Background: an optimization exercise with open tools, aiming at a short achievable clock period and few clock cycles. Do not read the settings as production practice. In this exercise RTL edits were held to simulation tests only and were not proved equivalent to the original. Power is estimated from default activity; no workload was simulated.

### flow/flow/run.sh
#!/bin/bash
# Standard ORFS layout (the standard.sh, unchanged synthesis), with a larger setup-slack
# margin for the resizer's repair_timing steps so that timing is optimised past the 10.5 ns
# constraint. The clock period and I/O constraints are the design's.
set -euo pipefail
bash standard.sh SETUP_SLACK_MARGIN=6 finish > run_standard.log 2>&1
### flow/standard.sh
#!/bin/bash
# synth_recipe.tcl (not shown) runs the flow's synth.tcl, then flattens the netlist and writes it again
# the make line also repeats each setting of config.mk as NAME=value (left out here)
make -C /OpenROAD-flow-scripts/flow DESIGN_CONFIG=/design/flow/config.mk WORK_HOME=/design/flow/orfs CLKGATE_MAP_FILE= SYNTH_SCRIPT=/design/flow/synth_recipe.tcl "${@:-finish}"
### flow/config.mk
export PLATFORM = sky130hd
export DESIGN_NAME = cpu_core
export DESIGN_NICKNAME = cpu_core
export VERILOG_FILES = /design/flow/design.v
export SDC_FILE = /design/flow/constraint.sdc
export NUM_CORES = 4
export LEC_CHECK = 0
export CAP_MARGIN = 40
export CORE_MARGIN = 2
export CORE_UTILIZATION = 50
export PLACE_DENSITY = 0.6
export SLEW_MARGIN = 40
export SYNTH_HIERARCHICAL = 1
export TNS_END_PERCENT = 100
### flow/constraint.sdc
create_clock -name core_clock -period 10.5 [get_ports {clk}]
set_input_delay 2.1000 -clock core_clock [delete_from_list [all_inputs] [get_ports {clk}]]
set_output_delay 2.1000 -clock core_clock [all_outputs]
set_load 0.01 [all_outputs]
### flow/design.v
`default_nettype none
module add_w
#(
  parameter W  = 5,
  parameter CI = 0
)
(
  output wire [W:0]   o_sum,       
  input  wire [W-1:0] i_a  ,
  input  wire [W-1:0] i_b
);
  assign o_sum = {1'b0, i_a} + {1'b0, i_b} + CI;
endmodule
module add_cs10
(
  output wire [9:0] o_sum,
  input  wire [9:0] i_a  ,
  input  wire [9:0] i_b
);
  wire [5:0] lo, hi0, hi1;
  add_w #(.W(5), .CI(0)) u_lo  (.o_sum(lo),  .i_a(i_a[4:0]), .i_b(i_b[4:0]));
  add_w #(.W(5), .CI(0)) u_hi0 (.o_sum(hi0), .i_a(i_a[9:5]), .i_b(i_b[9:5]));
  add_w #(.W(5), .CI(1)) u_hi1 (.o_sum(hi1), .i_a(i_a[9:5]), .i_b(i_b[9:5]));
  assign o_sum = {lo[5] ? hi1[4:0] : hi0[4:0], lo[4:0]};
endmodule
module add_32
(
  output wire [31:0] o_sum,
  input  wire [31:0] i_a  ,
  input  wire [31:0] i_b
);
  assign o_sum = i_a + i_b;
endmodule
`default_nettype none
module cpu_core
(
  output wire [9:0]   o_imem_addr ,
  output wire [9:0]   o_dmem_addr ,
  output wire         o_dmem_we   ,
  output wire [31:0]  o_dmem_wdata,
  input  wire [31:0]  i_imem_data ,
  input  wire [31:0]  i_dmem_rdata,
  input  wire         i_en        ,
  input  wire         i_rst       ,
  input  wire         clk
);
  reg  [31:0] pc_f;                        
  reg         was_dis;                     
  reg  [31:0] ex_pc;                       
  reg         ex_valid;                    
  reg  [31:0] ex_a, ex_b;                  
  reg  [31:0] ex_sd;                       
  reg  [9:0]  ex_abase;                    
  reg  [9:0]  ex_aoff;                     
  reg  [31:0] ex_pre;                      
  reg  [31:0] ex_alt;                      
  reg  [4:0]  ex_rd;
  reg         ex_wen;                      
  reg  [31:1] ex_wsel;                     
  reg         ex_st;
  reg         ex_st_ok;                    
  reg         ex_ld_b, ex_ld_h, ex_ld_w, ex_ld_bu, ex_ld_hu;
  reg         ex_use_pre;
  reg         ex_jalr;
  reg         ex_jslow;                    
  reg         ex_pt;                       
  reg         ex_beq, ex_bne, ex_blt, ex_bge, ex_bltu, ex_bgeu;
  reg         op_add, op_sub, op_sll, op_slt, op_sltu, op_xor, op_srl, op_sra, op_or, op_and;
  reg  [31:0] regs [1:31];
  reg  [63:0] bh_v;                        
  reg  [63:0] bh_t;                        
  reg  [5:0]  ex_bidx;                     
  reg         ex_br;                       
  wire        eq     = (ex_a == ex_b);
  wire        ltu    = (ex_a <  ex_b);
  wire        lt     = ($signed(ex_a) < $signed(ex_b));
  wire        cond   = (ex_beq  &  eq ) | (ex_bne  & ~eq ) |
                       (ex_blt  &  lt ) | (ex_bge  & ~lt ) |
                       (ex_bltu &  ltu) | (ex_bgeu & ~ltu);
  wire        kill    = was_dis;
  wire        mispred = ~kill & (ex_jslow | (cond ^ ex_pt));
  wire [31:0] replay_pc = ex_valid ? ex_pc : pc_f;
  wire [31:0] sum    = ex_a + ex_b;
  wire [31:0] diff   = ex_a - ex_b;
  wire [31:0] shl    = ex_a << ex_b[4:0];
  wire [31:0] shr    = ex_a >> ex_b[4:0];
  wire [31:0] sha    = $signed(ex_a) >>> ex_b[4:0];
  wire [31:0] alu    = ({32{op_add }} & sum        ) |
                       ({32{op_sub }} & diff       ) |
                       ({32{op_sll }} & shl        ) |
                       ({32{op_srl }} & shr        ) |
                       ({32{op_sra }} & sha        ) |
                       ({32{op_xor }} & (ex_a ^ ex_b)) |
                       ({32{op_or  }} & (ex_a | ex_b)) |
                       ({32{op_and }} & (ex_a & ex_b)) |
                       {31'd0, (op_slt & lt) | (op_sltu & ltu)};
  wire [31:0] rdw    = i_dmem_rdata;
  wire [31:0] ldv    = ({32{ex_ld_w }} & rdw                          ) |
                       ({32{ex_ld_b }} & {{24{rdw[7]}},  rdw[7:0]}    ) |
                       ({32{ex_ld_h }} & {{16{rdw[15]}}, rdw[15:0]}   ) |
                       ({32{ex_ld_bu}} & {24'd0,         rdw[7:0]}    ) |
                       ({32{ex_ld_hu}} & {16'd0,         rdw[15:0]}   );
  wire [31:0] res    = ldv | alu | ({32{ex_use_pre}} & ex_pre);
  wire [31:0] fix_pc = ex_jalr ? sum : ex_alt;
  assign o_imem_addr  = pc_f[11:2];
  add_cs10 u_dadd (.o_sum(o_dmem_addr), .i_a(ex_abase), .i_b(ex_aoff));
  assign o_dmem_we    = i_en & ex_st_ok;
  assign o_dmem_wdata = ex_sd;
  wire [31:0] ins    = i_imem_data;
  wire [4:0]  opc    = ins[6:2];
  wire [2:0]  f3     = ins[14:12];
  wire [4:0]  rd     = ins[11:7];
  wire [4:0]  rs1    = ins[19:15];
  wire [4:0]  rs2    = ins[24:20];
  wire        alt    = ins[30];
  wire        is_lui   = (opc == 5'b01101);
  wire        is_auipc = (opc == 5'b00101);
  wire        is_jal   = (opc == 5'b11011);
  wire        is_jalr  = (opc == 5'b11001);
  wire        is_br    = (opc == 5'b11000);
  wire        is_ld    = (opc == 5'b00000);
  wire        is_st    = (opc == 5'b01000);
  wire        is_opi   = (opc == 5'b00100);
  wire        is_op    = (opc == 5'b01100);
  wire        is_alu   = is_op | is_opi;
  wire [31:0] imm_i  = {{20{ins[31]}}, ins[31:20]};
  wire [31:0] imm_s  = {{20{ins[31]}}, ins[31:25], ins[11:7]};
  wire [31:0] imm_b  = {{19{ins[31]}}, ins[31], ins[7], ins[30:25], ins[11:8], 1'b0};
  wire [31:0] imm_u  = {ins[31:12], 12'd0};
  wire [31:0] imm_j  = {{11{ins[31]}}, ins[31], ins[19:12], ins[20], ins[30:21], 1'b0};
  wire        writes = is_lui | is_auipc | is_jal | is_jalr | is_ld | is_alu;
  wire        wen    = writes & (rd != 5'd0);
  wire        v      = ~mispred & ~kill;   
  wire [31:0] rf [0:31];
  assign rf[0] = 32'd0;
  genvar gi;
  generate
    for (gi = 1; gi < 32; gi = gi + 1) begin : g_rf
      assign rf[gi] = regs[gi];
    end
  endgenerate
  wire        fwd1   = ex_wen & (ex_rd == rs1);
  wire        fwd2   = ex_wen & (ex_rd == rs2);
  wire [31:0] rv1    = fwd1 ? res : rf[rs1];
  wire [31:0] rv2    = fwd2 ? res : rf[rs2];
  wire [31:0] pc_4   = pc_f + 32'd4;
  wire [31:0] pc_b, pc_j, pc_u, pc_jr;
  add_32 u_pcb (.o_sum(pc_b), .i_a(pc_f), .i_b(imm_b));
  add_32 u_pcj (.o_sum(pc_j), .i_a(pc_f), .i_b(imm_j));
  add_32 u_pcu (.o_sum(pc_u), .i_a(pc_f), .i_b(imm_u));
  wire        br_st  = ins[31] | (f3 == 3'b001) | (f3 == 3'b101) | (f3 == 3'b111);
  wire [5:0]  bidx   = pc_f[7:2];
  wire        br_pt  = is_br & (bh_v[bidx] ? bh_t[bidx] : br_st);
  wire        jfast  = is_jalr & fwd1 & ex_use_pre;
  add_32 u_pcjr (.o_sum(pc_jr), .i_a(ex_pre), .i_b(imm_i));
  wire [31:0] pc_pred = is_jal ? pc_j : br_pt ? pc_b : jfast ? pc_jr : pc_4;
  wire [31:0] pc_next = kill ? replay_pc : mispred ? fix_pc : pc_pred;
  wire [9:0]  ls_off = is_st ? {ins[29:25], ins[11:7]} : ins[29:20];
  integer k;
  always @(posedge clk) begin
    if (i_rst) begin
      pc_f       <= 32'd0;
      ex_valid   <= 1'b0;
    end else if (i_en) begin
      pc_f       <= pc_next;
      ex_valid   <= v;
      ex_pc      <= pc_f;
    end
  end
  always @(posedge clk) begin
    was_dis <= ~i_rst & ~i_en;
  end
  always @(posedge clk) begin
    if (i_rst) begin
      ex_wen     <= 1'b0;
      ex_wsel    <= 31'd0;
      ex_st      <= 1'b0;
      ex_st_ok   <= 1'b0;
      ex_ld_b    <= 1'b0;
      ex_ld_h    <= 1'b0;
      ex_ld_w    <= 1'b0;
      ex_ld_bu   <= 1'b0;
      ex_ld_hu   <= 1'b0;
      ex_use_pre <= 1'b0;
      ex_jalr    <= 1'b0;
      ex_jslow   <= 1'b0;
      ex_pt      <= 1'b0;
      ex_br      <= 1'b0;
      ex_beq     <= 1'b0;
      ex_bne     <= 1'b0;
      ex_blt     <= 1'b0;
      ex_bge     <= 1'b0;
      ex_bltu    <= 1'b0;
      ex_bgeu    <= 1'b0;
      op_add     <= 1'b0;
      op_sub     <= 1'b0;
      op_sll     <= 1'b0;
      op_slt     <= 1'b0;
      op_sltu    <= 1'b0;
      op_xor     <= 1'b0;
      op_srl     <= 1'b0;
      op_sra     <= 1'b0;
      op_or      <= 1'b0;
      op_and     <= 1'b0;
    end else begin
      ex_wen     <= v & wen;
      for (k = 1; k < 32; k = k + 1)
        ex_wsel[k] <= v & wen & (rd == k);
      ex_st      <= v & is_st;
      ex_st_ok   <= v & is_st & i_en;      
      ex_ld_b    <= v & is_ld & (f3 == 3'b000);
      ex_ld_h    <= v & is_ld & (f3 == 3'b001);
      ex_ld_w    <= v & is_ld & (f3 == 3'b010);
      ex_ld_bu   <= v & is_ld & (f3 == 3'b100);
      ex_ld_hu   <= v & is_ld & (f3 == 3'b101);
      ex_use_pre <= v & (is_lui | is_auipc | is_jal | is_jalr);
      ex_jalr    <= v & is_jalr;
      ex_jslow   <= v & is_jalr & ~jfast;
      ex_pt      <= v & br_pt;
      ex_br      <= v & is_br;
      ex_beq     <= v & is_br & (f3 == 3'b000);
      ex_bne     <= v & is_br & (f3 == 3'b001);
      ex_blt     <= v & is_br & (f3 == 3'b100);
      ex_bge     <= v & is_br & (f3 == 3'b101);
      ex_bltu    <= v & is_br & (f3 == 3'b110);
      ex_bgeu    <= v & is_br & (f3 == 3'b111);
      op_add     <= v & ((is_opi & (f3 == 3'b000)) | (is_op & (f3 == 3'b000) & ~alt));
      op_sub     <= v & is_op & (f3 == 3'b000) & alt;
      op_sll     <= v & is_alu & (f3 == 3'b001);
      op_slt     <= v & is_alu & (f3 == 3'b010);
      op_sltu    <= v & is_alu & (f3 == 3'b011);
      op_xor     <= v & is_alu & (f3 == 3'b100);
      op_srl     <= v & is_alu & (f3 == 3'b101) & ~alt;
      op_sra     <= v & is_alu & (f3 == 3'b101) & alt;
      op_or      <= v & is_alu & (f3 == 3'b110);
      op_and     <= v & is_alu & (f3 == 3'b111);
    end
  end
  always @(posedge clk) begin
    ex_rd    <= rd;
    ex_a     <= rv1;
    ex_b     <= (is_op | is_br) ? rv2 : imm_i;
    ex_sd    <= rv2;
    ex_pre   <= is_lui ? imm_u : is_auipc ? pc_u : pc_4;
    ex_alt   <= br_pt ? pc_4 : pc_b;
    ex_bidx  <= bidx;
    ex_abase <= rv1[9:0];
    ex_aoff  <= ls_off;
  end
  always @(posedge clk) begin
    for (k = 0; k < 64; k = k + 1) begin
      if (i_rst) begin
        bh_v[k] <= 1'b0;
        bh_t[k] <= 1'b0;
      end else if (i_en & ~kill & ex_br & (ex_bidx == k)) begin
        bh_v[k] <= 1'b1;
        bh_t[k] <= cond;
      end
    end
  end
  always @(posedge clk) begin
    for (k = 1; k < 32; k = k + 1) begin
      if (i_rst)
        regs[k] <= 32'd0;
      else if (i_en & ~kill & ex_wsel[k])
        regs[k] <= res;
    end
  end
endmodule
==> run notes, run 1 <==
Core ar. 155700 µm²; run status complete, no violations; Final GP Congestion a little over 1; largest fanout of any net on the critical path 5; Pre-antenna DRT Iters 10; number of rows in the core area 145; H-tree depth 4; clock tree root buffer cell clkbuf_16; vias in the first global route roughly 74000; worst hold path class reg -> reg; initial antenna violation count 27; Die Y about 400 µm; gr usage total around half; CTS tree yes; largest net degree at the start of global routing about 190; clock network latency to the later pin of the worst-skew pair approximately 840 ps; count of input and output buffers 117; remaining antenna violation count 0; Placement Setup Slack about 3900 ps; detailed-placement wirelength estimate 248300 µm; Routed WL 406900 µm; DRT iter0 DRCs roughly 17000; static leakage ~0.032 µW; fraction of final layout cells with drive strength greater than 1 between 15 and 20%; register clock-pin slew on the reported worst setup and hold paths around 60 ps; vias per cell roughly 7.4; Required @ worst endpoint around 8400 ps; post-route cell area 91700 µm²; number of CTS-inserted buffers around 160; fmax a little over 200 MHz; total die area around 160000 µm²; cells after synthesis a little over 9000; post-layout power around 14000 µW; transition time at the pin with the least slew margin around 1100 ps; sequential standard cell area just under 30000 µm²; launching element type of the critical path flip-flop; overall die width ~400 µm; ratio of final minimum period to clock period 45.97%; final hold vios 0; placed instance area between 80000 and 90000 µm²; total global routing overflow 0; arrival time at the worst endpoint 2730 ps; Setup WS post-layout 5673 ps; Top-Level Pins 120; number of vias in the routed layout roughly 83000; count of clock tree sinks between 1000 and 1500; Starting Density roughly half; Maximum Capacitance Violations 0; Clock Path Buffers 3; count of pins over their slew limit 0; Final #Nets 9322; type of element capturing the critical path output pin; Wirelength per Cell 36.29 µm; worst ir drop on vdd between 0.15 and 0.2 mV; combined area of all synthesized cells 78140 µm²; Yosys Warn Count 8; wire length of the first global-routing pass 556300 µm; setup repair after global routing missed its margin true; critical path type reg -> out; # hold bufs at CTS 0; combined area of the multi-input logic cells around 48000 µm²; power per standard cell area approximately 150 nW/µm²; minimum clock period after layout slightly below 5000 ps; Post-route DRC 0; Fin Setup TNS 0 ps; filler cell count 13819; Area growth, synth to finish 17.35%; final-layout worst hold slack between 400 and 500 ps; Synth Area per Inst between 8 and 9 µm²; headroom to the max-slew limit about a quarter; final count of negative-setup-slack endpoints 0; final setup skew between 50 and 60 ps
flip-flops by register name (all words and copies together), names as in the netlist, 5 cells and up:
name	count
ex_pc	32
ex_pre	32
ex_sd	32
ex_wsel	31
pc_f	32
bh_t	64
ex_a	23
bh_v	64
ex_rd	5
ex_aoff	10
ex_b	32
ex_bidx	6
ex_abase	9
regs	992
ex_alt	32
report_power, final:
part | switching (µW) | internal [µW] | leakage [µW]
clock network | 2530 | 3430 | 0.00267
logic | 1370 | 727 | 0.0173
registers | 114 | 5520 | 0.0116
total | 4010 | 9680 | 0.0316
area by class of cell:
type                    count  share of cell area, %
multi-input cells        6714                  52.69
clock inverters            62                  1.048
repair buffers            537                  6.185
flip-flops and latches   1426                  31.55
inverters                 175                 0.7382
well taps                2058                  2.808
clock buffers             222                  4.935
diodes                     17                0.04639
critical path, stage by stage (launching register included):
cell and delay, ps:
dfxtp_4 390, ha_4 170, a211o_1 320, o211ai_1 200, a21oi_4 100, buf_12 160, buf_6 110, mux2_4 340
buf_6 140
cell usage in the layout (no fill, tap or decap), types with 34 or more instances in the layout:
cell             instances
a21o_1                 103
o211ai_1                90
mux2i_1                158
inv_1                  166
nand3_1                184
o21ai_0                171
a21oi_1                294
xor2_1                  93
a211oi_1              1052
buf_4                  289
nor2_1                1480
clkbuf_16              167
buf_6                   57
a22oi_1                448
nor2_4                  59
a221oi_1               272
nor3_2                  41
a22o_1                 196
mux2_2                  61
a311oi_1                45
buf_12                  44
nor2b_1                 36
ha_4                    44
xnor2_1                 97
mux4_2                  73
clkdlybuf4s50_1         75
nand2_1                349
ha_1                   167
nand4_1                148
o22ai_1                 89
nor3_1                 109
and2_4                  34
a222oi_1                77
dfxtp_1               1367
repair_timing:
item	in CTS	in global routing
resized for setup	465	224
cloned	15	10
setup buffers	79	63
pin swaps	65	84
endpoints found under the setup margin	1102	443
final timing paths:
check                                             end  slack [ps]  cells after the start                  from
worst min register to register   bh_v[0]$_SDFFE_PP0P_         460                      2  bh_v[0]$_SDFFE_PP0P_
worst min-delay path             bh_v[0]$_SDFFE_PP0P_         460                      2  bh_v[0]$_SDFFE_PP0P_
worst max-delay path                   o_dmem_addr[7]        5670                      8   ex_abase[0]$_DFF_P_
worst max register to register  pc_f[22]$_SDFFE_PP0P_        5950                     13       ex_b[3]$_DFF_P_
metal layers:
| metal | GRT usage (%) | routed length [µm] | vias up |
|---|---|---|---|
| met1 | 64.18 | 153200 | 39378 |
| met3 | 20.20 | 66690 | 1886 |
| met2 | 64.52 | 154900 | 7264 |
| li1 | - | - | 34513 |
| met5 | 1.786 | 430 | - |
| met4 | 28.85 | 31660 | 22 |
per-stage QoR:
step | cells | utilization [%]
after global routing | 11195 | 58.88
after CTS | 11114 | 57.70
after floorplan | 9245 | -
after global placement | 10728 | 52.29
final | 11211 | 58.91
after detailed placement | 10736 | 52.53
Testbench counts, summed over its fixed seeds: cycles 12,234.
==> run 2: changes to the inputs <==
--- a/flow/config.mk
+++ b/flow/config.mk
@@ -7,7 +7,7 @@
 export LEC_CHECK = 0
 export CAP_MARGIN = 40
 export CORE_MARGIN = 2
-export CORE_UTILIZATION = 50
+export CORE_UTILIZATION = 45
 export PLACE_DENSITY = 0.6
 export SLEW_MARGIN = 40
 export SYNTH_HIERARCHICAL = 1
==> run 2 against run 1 <==
Against the previous run: combinational power rose by 3%; clock power fell by 1%; non-clock buffer count rose by 56; die area rose by 11%; critical path type is now in -> reg; flip-flop and latch count did not move.
==> run notes, run 2 <==
run status complete, no violations (unchanged); largest registers regs (992), bh_t (64), bh_v (64) (unchanged); Post-Route Utilization 53.81% (was 58.91%); fraction of final layout cells with drive strength greater than 1 15.82% (was 15.27%); filler cell count 15810 (was 13819); largest register by flop count regs (unchanged); final count of negative-setup-slack endpoints 0 (unchanged); Final #Nets 9384 (was 9322); remaining antenna violation count 0 (unchanged); power per standard cell area 147.8 nW/µm² (was 149.3 nW/µm²); clock network latency to the later pin of the worst-skew pair 860 ps (was 840 ps); Top-Level Pins 120 (unchanged); final hold vios 0 (unchanged); vias per cell 7.212 (was 7.409); gr usage total 44.12% (was 48.39%); # hold bufs at CTS 0 (unchanged); number of rows in the core area 152 (was 145); number of CTS-inserted buffers 159 (was 155); launching element type of the critical path input port (was flip-flop); Core ar. 172100 µm² (was 155700 µm²); vias in the first global route 74598 (was 74328); detailed-placement wirelength estimate 248500 µm (was 248300 µm); largest net degree at the start of global routing 208 (was 185); clock tree root buffer cell clkbuf_16 (unchanged); worst hold path class reg -> reg (unchanged); Area growth, synth to finish 18.53% (was 17.35%); Placement Setup Slack 4004 ps (was 3913 ps); Yosys Warn Count 8 (unchanged); Required @ worst endpoint 11170 ps (was 8400 ps); Setup WS post-layout 5691 ps (was 5673 ps); wire length of the first global-routing pass 564100 µm (was 556300 µm); Fin Setup TNS 0 ps (unchanged); combined area of all synthesized cells 78140 µm² (unchanged); combined area of the multi-input logic cells 48490 µm² (was 48320 µm²); static leakage 0.03192 µW (was 0.03157 µW); Post-route DRC 0 (unchanged); Starting Density 45.40% (was 50.20%); sequential standard cell area 28950 µm² (was 28930 µm²); total global routing overflow 0 (unchanged); Final GP Congestion 1.013 (was 1.008); minimum clock period after layout 4809 ps (was 4827 ps); headroom to the max-slew limit 31.22% (was 25.44%); Die Y 420.7 µm (was 399.3 µm); transition time at the pin with the least slew margin 1032 ps (was 1109 ps); total die area 177000 µm² (was 159500 µm²); critical path type in -> reg (was reg -> out); initial antenna violation count 20 (was 27); DRT iter0 DRCs 16926 (was 16804); Maximum Capacitance Violations 0 (unchanged); type of element capturing the critical path flip-flop (was output pin); count of clock tree sinks 1426 (unchanged); number of flip-flops under the largest register name 992 (unchanged); fmax 208.0 MHz (was 207.2 MHz); commonest non-fill, non-tap cell in the layout nor2_1 (unchanged); CTS tree yes (unchanged); Pre-antenna DRT Iters 14 (was 10); H-tree depth 4 (unchanged); Clock Path Buffers 3 (unchanged); ratio of final minimum period to clock period 45.80% (was 45.97%); number of vias in the routed layout 83136 (was 83063); cells after synthesis 9231 (unchanged); count of pins over their slew limit 0 (unchanged); overall die width 420.7 µm (was 399.3 µm); arrival time at the worst endpoint 5480 ps (was 2730 ps); largest fanout of any net on the critical path 31 (was 5); Synth Area per Inst 8.465 µm² (unchanged); Routed WL 409100 µm (was 406900 µm); placed instance area 82350 µm² (was 81770 µm²); count of input and output buffers 117 (unchanged); register clock-pin slew on the reported worst setup and hold paths 60 ps (about the same); setup repair after global routing missed its margin true (unchanged); post-route cell area 92620 µm² (was 91700 µm²); most used cells in the layout excluding fill and tap cells 1478 x nor2_1, 1361 x dfxtp_1, 1056 x a211oi_1 (was 1480 x nor2_1, 1367 x dfxtp_1, 1052 x a211oi_1); final setup skew 66.14 ps (was 54.07 ps); worst ir drop on vdd 0.1395 mV (was 0.1660 mV); final-layout worst hold slack 452.3 ps (was 461.2 ps); Wirelength per Cell 35.49 µm (was 36.29 µm)
==> run 2: through the flow <==
| stage | std cells | power (µW) |
|---|---|---|
| final | 11527 | 13690 |
| after global routing | 11512 | 13970 |
| after CTS | 11407 | 13420 |
| after detailed placement | 10999 | 7530 |
| after global placement | 10983 | 7511 |
| after floorplan | 9245 | 6839 |
==> run 2: critical path, stage by stage <==
cell and delay (ps):
buf_6 200, buf_6 350, nand2_4 300, nor2_4 160, buf_4 440, a22o_1 350
a221oi_1 360, nand4_1 230, nor3_4 780, o22ai_1 120
==> run 2: routing by layer <==
metal / share of wire, % / GRT usage (%) / up-vias / wire length (µm)
li1: - / - / 34651 / -
met1: 38 / 58.69 / 39806 / 156200
met2: 38 / 59.35 / 6855 / 157300
met3: 15 / 16.53 / 1814 / 62270
met4: 8.1 / 27.96 / 10 / 33330
met5: 0.017 / 0 / - / 69
==> run 2: layout make-up <==
class,instances,share of cell area (%)
multi-input combinational,6716,52.35
sequential,1426,31.26
timing repair buffer,593,6.631
clock buffer,240,5.128
tap,2310,3.121
clock inverter,51,0.7443
inverter,175,0.7268
antenna,16,0.04323
==> run 2: timing repair <==
item / CTS / global route
hold endpoints to repair: 0 / 0
gates resized for setup: 422 / 242
setup endpoints to repair: 942 / 458
setup buffers: 106 / 87
gates cloned: 11 / 7
pin swaps: 86 / 108
==> run 2: final timing paths <==
| check | startpoint | to | slack, ps | cells past startpoint |
|---|---|---|---|---|
| setup / recovery | i_imem_data[19] | ex_abase[4]$_DFF_P_ | 5690 | 10 |
| hold / removal | bh_v[0]$_SDFFE_PP0P_ | bh_v[0]$_SDFFE_PP0P_ | 450 | 2 |
| hold reg to reg | bh_v[0]$_SDFFE_PP0P_ | bh_v[0]$_SDFFE_PP0P_ | 450 | 2 |
| setup reg to reg | ex_abase[0]$_DFF_P_ | ex_wsel[4]$_SDFF_PP0_ | 5970 | 19 |
==> run 2: where the power goes <==
| group | leakage (µW) | total, µW | internal, µW | switching (µW) |
|---|---|---|---|---|
| Clock | 0.00268 | 5880 | 3370 | 2500 |
| Combinational | 0.0176 | 2160 | 758 | 1400 |
| Sequential | 0.0116 | 5650 | 5520 | 133 |
==> run 3: changes to the inputs <==
--- a/flow/config.mk
+++ b/flow/config.mk
@@ -7,7 +7,7 @@
 export LEC_CHECK = 0
 export CAP_MARGIN = 40
 export CORE_MARGIN = 2
-export CORE_UTILIZATION = 45
+export CORE_UTILIZATION = 55
 export PLACE_DENSITY = 0.6
 export SLEW_MARGIN = 40
 export SYNTH_HIERARCHICAL = 1
==> run 3 against run 2 <==
Against the previous run: wire length down 4.5%; register-to-register slack improved by 20 ps; cell area decreased by 1.8%; core utilization up 11 points; highest routed layer unchanged; critical endpoint is now ex_a[12]$_DFF_P_; worst hold slack improved by 3.4 ps; flip-flop and latch count did not move; clock skew is 6.5 ps lower; synthesized cell count is the same; non-clock buffer count shrank 85; combinational power decreased by 5%; first-iteration DRC count grew 2.8%.
==> run notes, run 3 <==
clock share of power 43.3% (was 42.9%); Slowest Stage Delay on Critical Path 690 ps (was 780 ps); Core ar. 141200 µm² (was 172100 µm²); sequence of cells on the critical path clkbuf_8 > buf_16 > or2_4 > nor2_4 > buf_4 > a221oi_1 > nand4_1 > nor3_1 > o22ai_1 (was buf_6 > buf_6 > nand2_4 > nor2_4 > buf_4 > a22o_1 > a221oi_1 > nand4_1 > nor3_4 > o22ai_1); fmax 209.9 MHz (was 208.0 MHz); largest fanout of any net on the critical path 30 (was 31); Post-route DRC 0 (unchanged); DRT iter0 DRCs 17403 (was 16926); Final #Nets 9294 (was 9384); Die Y 380.9 µm (was 420.7 µm); final setup skew 59.67 ps (was 66.14 ps); family with the most delay on the worst path simple AND/OR/NAND/NOR gates (unchanged); combined area of all synthesized cells 78140 µm² (unchanged); clock tree root buffer cell clkbuf_16 (unchanged); launching point of the worst reg2reg path ex_a[26]$_DFF_P_ (was ex_abase[0]$_DFF_P_); count of input and output buffers 117 (unchanged); count of pins over their slew limit 0 (unchanged); H-tree depth 4 (unchanged); detailed-placement wirelength estimate 235200 µm (was 248500 µm); Wirelength per Cell 35.48 µm (was 35.49 µm); cells after synthesis 9231 (unchanged); Routed WL 390800 µm (was 409100 µm); launching instance or port of the critical path i_imem_data[19] (unchanged); Placement Setup Slack 3910 ps (was 4004 ps); remaining antenna violation count 0 (unchanged); most used cells in the layout excluding fill and tap cells 1479 x nor2_1, 1361 x dfxtp_1, 1056 x a211oi_1 (was 1478 x nor2_1, 1361 x dfxtp_1, 1056 x a211oi_1); cell-internal power 9640 µW (was 9650 µW); depth of the worst hold-timing path 2 (unchanged); count of clock tree sinks 1426 (unchanged); Logic pwr share 15.1% (was 15.8%); Required @ worst endpoint 11120 ps (was 11170 ps); number of rows in the core area 138 (was 152); final hold vios 0 (unchanged); number of flip-flops under the largest register name 992 (unchanged); static leakage 0.03130 µW (was 0.03192 µW); initial antenna violation count 33 (was 20); minimum clock period after layout 4764 ps (was 4809 ps); Starting Density 55.33% (was 45.40%); vias per cell 7.586 (was 7.212); worst ir drop on vdd 0.1574 mV (was 0.1395 mV); final count of negative-setup-slack endpoints 0 (unchanged); Synth Area per Inst 8.465 µm² (unchanged); wire length of the first global-routing pass 547300 µm (was 564100 µm); # hold bufs at CTS 0 (unchanged); critical path type in -> reg (unchanged); clock network latency to the later pin of the worst-skew pair 830 ps (was 860 ps); Post-Route Utilization 64.39% (was 53.81%); start point of the worst hold path bh_v[0]$_SDFFE_PP0P_ (unchanged); Setup WS post-layout 5736 ps (was 5691 ps); logic depth of the worst setup path including buffers 9 (was 10); internal reg-to-reg setup slack 5990 ps (was 5970 ps); Crit-path slowest cell nor2_4 (was nor3_4); Area growth, synth to finish 16.39% (was 18.53%); CTS tree yes (unchanged); Psw 3903 µW (was 4039 µW); post-layout power 13540 µW (was 13690 µW); overall die width 380.9 µm (was 420.7 µm); gr usage total 51.24% (was 44.12%); Pre-antenna DRT Iters 14 (unchanged); transition time at the pin with the least slew margin 1085 ps (was 1032 ps); Fin Setup TNS 0 ps (unchanged); Worst Path Buf+Inv 3 (unchanged); launching element type of the critical path input port (unchanged); worst hold path class reg -> reg (unchanged); arrival time at the worst endpoint 5390 ps (was 5480 ps); ratio of final minimum period to clock period 45.37% (was 45.80%); number of cells on the worst reg-to-reg path 14 (was 19); Top-Level Pins 120 (unchanged); post-route insts no fill 11016 (was 11527); Clock Path Buffers 3 (unchanged); count of placed standard cells including taps 10554 (was 10999); fraction of final layout cells with drive strength greater than 1 14.73% (was 15.82%); Final GP Congestion 1.044 (was 1.013); total die area 145100 µm² (was 177000 µm²); total global routing overflow 0 (unchanged); run status complete, no violations (unchanged); switching power share of the total 28.82% (was 29.50%); register clock-pin slew on the reported worst setup and hold paths 60 ps (about the same); number of CTS-inserted buffers 157 (was 159); vias in the first global route 75628 (was 74598); setup repair after global routing missed its margin true (unchanged); power per standard cell area 148.9 nW/µm² (was 147.8 nW/µm²); type of element capturing the critical path flip-flop (unchanged); Yosys Warn Count 8 (unchanged); largest net degree at the start of global routing 157 (was 208); number of vias in the routed layout 83563 (was 83136); sequential group share of total power 41.6% (was 41.3%); Maximum Capacitance Violations 0 (unchanged); headroom to the max-slew limit 27.69% (was 31.22%); largest registers regs (992), bh_t (64), bh_v (64) (unchanged); largest register by flop count regs (unchanged); commonest non-fill, non-tap cell in the layout nor2_1 (unchanged)
## run 3: layer usage
layer | routed length [µm] | global-route usage (%)
met1 | 143200 | 66.92
met2 | 146100 | 66.33
met3 | 68760 | 24.87
met5 | 657 | 0.8598
met4 | 32110 | 32.24
## run 3: repair_timing
action / 4_1_cts / 5_1_grt
setup buffers: 83 / 50
hold endpoints to repair: 0 / 0
resized for setup: 440 / 193
cloned: 14 / 6
pin swaps: 76 / 77
endpoints found under the setup margin: 817 / 418
## run 3: power by group through the flow
stage	Sequential (µW)	Combinational (µW)	Clock, µW
3_5_place_dp	5740	1720	0
5_1_grt	5640	2120	6050
4_1_cts	5630	1880	5820
3_3_place_gp	5740	1700	0
2_1_floorplan	5690	1150	0
6_report	5630	2050	5860
## run 3: metrics by stage
| step | hold slack, ps | cell area [µm²] |
|---|---|---|
| 2_1_floorplan | 424.9 | 78480 |
| 3_3_place_gp | 439.2 | 81010 |
| 3_5_place_dp | 448.2 | 81450 |
| 4_1_cts | 456.6 | 89510 |
| 5_1_grt | 483.0 | 90910 |
| 6_report | 455.7 | 90950 |
## run 3: final timing paths
path / to
worst max register to register: ex_st_ok$_SDFF_PP0_
worst min-delay path: bh_v[0]$_SDFFE_PP0P_
worst min register to register: bh_v[0]$_SDFFE_PP0P_
worst max-delay path: ex_a[12]$_DFF_P_
## run 3: worst reg2reg max path: cells and delay by family (launching register included)
| family | cells | cell delay (ps) |
|---|---|---|
| AND/OR/NAND/NOR | 7 | 2500 |
| buffers and inverters | 4 | 720 |
| AO/OA/AOI/OAI | 1 | 420 |
| flip-flops | 1 | 310 |
| adder cells (fa/ha/maj) | 1 | 270 |
| multiplexers | 1 | 200 |
## run 3: area by class of cell
class | instances | area (µm²)
Sequential cell | 1426 | 28930
Multi-Input combinational cell | 6713 | 48100
Fill cell | 11944 | 50290
Timing Repair Buffer | 508 | 5428
Tap cell | 1890 | 2365
Clock inverter | 54 | 834.6
Inverter | 175 | 665.6
Antenna cell | 18 | 45.04
Clock buffer | 232 | 4581

re-timing with driven ports:
No port has a modelled driver above. Below, the same layouts with a new extraction and two added sets of constraints. Step 1 (the two cells are an assumption about what drives the block):
set clk [get_ports {clk}]
set_driving_cell -lib_cell sky130_fd_sc_hd__clkbuf_16 $clk
set_driving_cell -lib_cell sky130_fd_sc_hd__buf_2 [delete_from_list [all_inputs] $clk]
Step 2 moves the port delays by t, midway between the first and last clock arrival at a register: inputs arrive t later, outputs are due t later. That takes back most of the time a late clock gives input paths. a / b / c = no drivers / after step 1 / after step 2; a / b = the first two.
run | t, ns | slack for setup (ns) | pins driven straight from the clock port
run 1 | 0.895 | 5.673 / 5.594 / 4.939 | 1
run 2 | 0.916 | 5.691 / 5.722 / 4.826 | 1
run 3 | 0.887 | 5.736 / 5.686 / 4.908 | 1
After both steps every run listed still meets setup and hold. For run 2, which loses most, drivers alone change the setup slack by +0.031 ns; drivers and shift together by -0.865 ns.
